What follows belongs to an exercise in optimizing a design on an open flow for small area; a production flow would make more cautious choices.
Only simulation tests tie the RTL to the original design; equivalence was not proved.

==> flow/design.v (excerpt) <==
module cordic_rotation_top(
    input clk, input nreset, input enable,
    input signed [15:0] x_vec_in, input signed [15:0] y_vec_in,
    input [19:0] target_angle,
    output wire signed [15:0] x_vec_out, output wire signed [15:0] y_vec_out,
    output reg done);
Settings: LEC_CHECK=0, ABC_AREA=1, CAP_MARGIN=5, CORE_MARGIN=2, CORE_UTILIZATION=40, CTS_CLUSTER_DIAMETER=80, CTS_CLUSTER_SIZE=28, PLACE_DENSITY=0.6, SLEW_MARGIN=5; clock period 6.0 ns.
run.sh (not shown) runs the stock make flow with config.mk's settings and CLKGATE_MAP_FILE= SYNTH_SCRIPT=/design/flow/synth_recipe.tcl, a recipe that flattens the netlist after the stock synthesis.
Rerun with:
- CAP_MARGIN: 5 -> 20
- SLEW_MARGIN: 5 -> 20
The new run ran to the end with no violations.
Synthesized cell count does not change.
Core utilization is unchanged.
Maximum frequency stays the same.
Cell count does not change.
Global-route usage does not change.

cordic_rotation_top, a different RTL version from the one above (not shown whole).
Size in the first run: roughly 370 flip-flops, roughly 88 I/O pins.
==> flow/config.mk <==
export PLATFORM = sky130hd
export DESIGN_NAME = cordic_rotation_top
export DESIGN_NICKNAME = cordic_rotation_top
export VERILOG_FILES = /design/flow/design.v
export SDC_FILE = /design/flow/constraint.sdc
export NUM_CORES = 4
export LEC_CHECK = 0
export ABC_AREA = 1
export CAP_MARGIN = 20
export CORE_MARGIN = 2
export CORE_UTILIZATION = 55
export CTS_CLUSTER_DIAMETER = 100
export CTS_CLUSTER_SIZE = 34
export GPL_TIMING_DRIVEN = 0
export PLACE_DENSITY = 0.75
export SLEW_MARGIN = 20
==> flow/constraint.sdc <==
create_clock -name core_clock -period 6.0 [get_ports {clk}]
set_input_delay 1.2000 -clock core_clock [delete_from_list [all_inputs] [get_ports {clk}]]
set_output_delay 1.2000 -clock core_clock [all_outputs]
set_load 0.01 [all_outputs]
The first run finished clean.
Then changed:
==> flow/flow/run.sh (new file) <==
#!/bin/bash
# Own layout flow: the standard ORFS flow, with one change in synthesis: the ABC
# technology-mapping script (flow/abc_area.script) maps the combinational logic for area
# instead of ORFS's default script. Everything else (registers, flattening, renaming,
# floorplan, placement, CTS, routing) is the standard flow via standard.sh.
set -euo pipefail
W="$(pwd)"
# synthesis script: synth_recipe.tcl with the abc command redirected to our mapping script
{
  head -n 1 synth_recipe.tcl
  cat <<TCL
proc abc {args} {
  set i [lsearch -exact \$args -script]
  if {\$i >= 0} { lset args [expr {\$i+1}] {$W/flow/abc_area.script} }
  yosys abc {*}\$args
}
TCL
  tail -n +2 synth_recipe.tcl
} > "$W/own_synth.tcl"
bash standard.sh SYNTH_SCRIPT="$W/own_synth.tcl" finish > "$W/flow_make.log" 2>&1
==> flow/flow/abc_area.script (new file) <==
strash
dch
amap
topo
stime -c
buffer -c
upsize -c
dnsize -c
==> flow/standard.sh (new file) <==
#!/bin/bash
# synth_recipe.tcl (not shown) runs the flow's synth.tcl, then flattens the netlist and writes it again
# the make line also repeats each setting of config.mk as NAME=value (left out here)
make -C /OpenROAD-flow-scripts/flow DESIGN_CONFIG=/design/flow/config.mk WORK_HOME=/design/flow/orfs CLKGATE_MAP_FILE= SYNTH_SCRIPT=/design/flow/synth_recipe.tcl "${@:-finish}"
Settings changed: CORE_UTILIZATION 55 to 40, PLACE_DENSITY 0.75 to 0.6.
removed: flow/run.sh
After rerunning:
- This time the run produced a layout that fails on negative setup slack
- wire length went up by a quarter to a third
- sequential share of layout area went down by 0.98 points
- fmax went down by about a fifth
- clock skew went up by 9.5 ps
- design area went up by a few percent
- synthesized cell count went up by a few percent

cordic_rotation_top again, from the RTL that the note above started with.
==> flow/design.v (excerpt) <==
module cordic_rotation_top(
    input clk, input nreset, input enable,
    input signed [15:0] x_vec_in, input signed [15:0] y_vec_in,
    input [19:0] target_angle,
    output wire signed [15:0] x_vec_out, output wire signed [15:0] y_vec_out,
    output reg done);
clock: 6.0 ns
lec_check: 0
abc_area: 1
cap_margin: 20
core_margin: 2
core_utilization: 40
cts_cluster_diameter: 100
cts_cluster_size: 34
gpl_timing_driven: 0
place_density: 0.6
slew_margin: 20
Stock flow here: none of the scripts above is used.
Change:
Settings changed: GPL_TIMING_DRIVEN 0 to default.
Count of clock-buffer cells in the layout fell by 1.
Setup slack gets better by 89 ps.
Die area is unchanged.
Non-clock buffer count increases by 65.
Sequential share of layout area hardly moves.
Sequential cell count does not change.
Hold slack hardly moves.
Final area climbs by 0.53%.
Wire length climbs by 1.0%.
Utilization went up by 0.24 points.

## what the ideal ports hide
In the flow no input, the clock included, has a driving cell. The finished layouts below were timed again as built, in two steps. Step 1: set_driving_cell puts a clkbuf_16 on clk and a buf_2 on each other input, an assumption about the parent block. Step 2 adds t to the input delays and takes it off the output delays; t is the mean of the earliest and latest rising clock arrival at the registers after step 1. Input paths then give back, and output paths get back, about the clock's delay inside the block. Slacks: no drivers / after step 1 / after step 2; pairs: no drivers / after step 1.
| run | shift t [ns] | setup WS [ns] | hold slack, ns |
|---|---|---|---|
| the first run of note 1 | 0.666 | 0.396 / 0.396 / 0.188 | 0.328 / 0.328 / 0.328 |
| the second run of note 1 | 0.666 | 0.396 / 0.396 / 0.188 | 0.328 / 0.328 / 0.328 |
| the first run of note 2 | 0.610 | 0.237 / 0.237 / -0.229 | 0.340 / 0.340 / 0.340 |
| the second run of note 2 | 0.625 | -0.935 / -0.934 / -1.559 | 0.325 / 0.325 / 0.325 |
| the first run of note 3 | 0.635 | 0.341 / 0.341 / -0.215 | 0.336 / 0.336 / 0.336 |
| the second run of note 3 | 0.627 | 0.430 / 0.430 / 0.045 | 0.338 / 0.338 / 0.338 |
With both steps, setup timing fails in the first run of note 2 and the first run of note 3, where it was met with ideal ports. The setup slack of the second run of note 2, which loses most, moves by +0.001 ns with the drivers and by -0.624 ns with both steps.
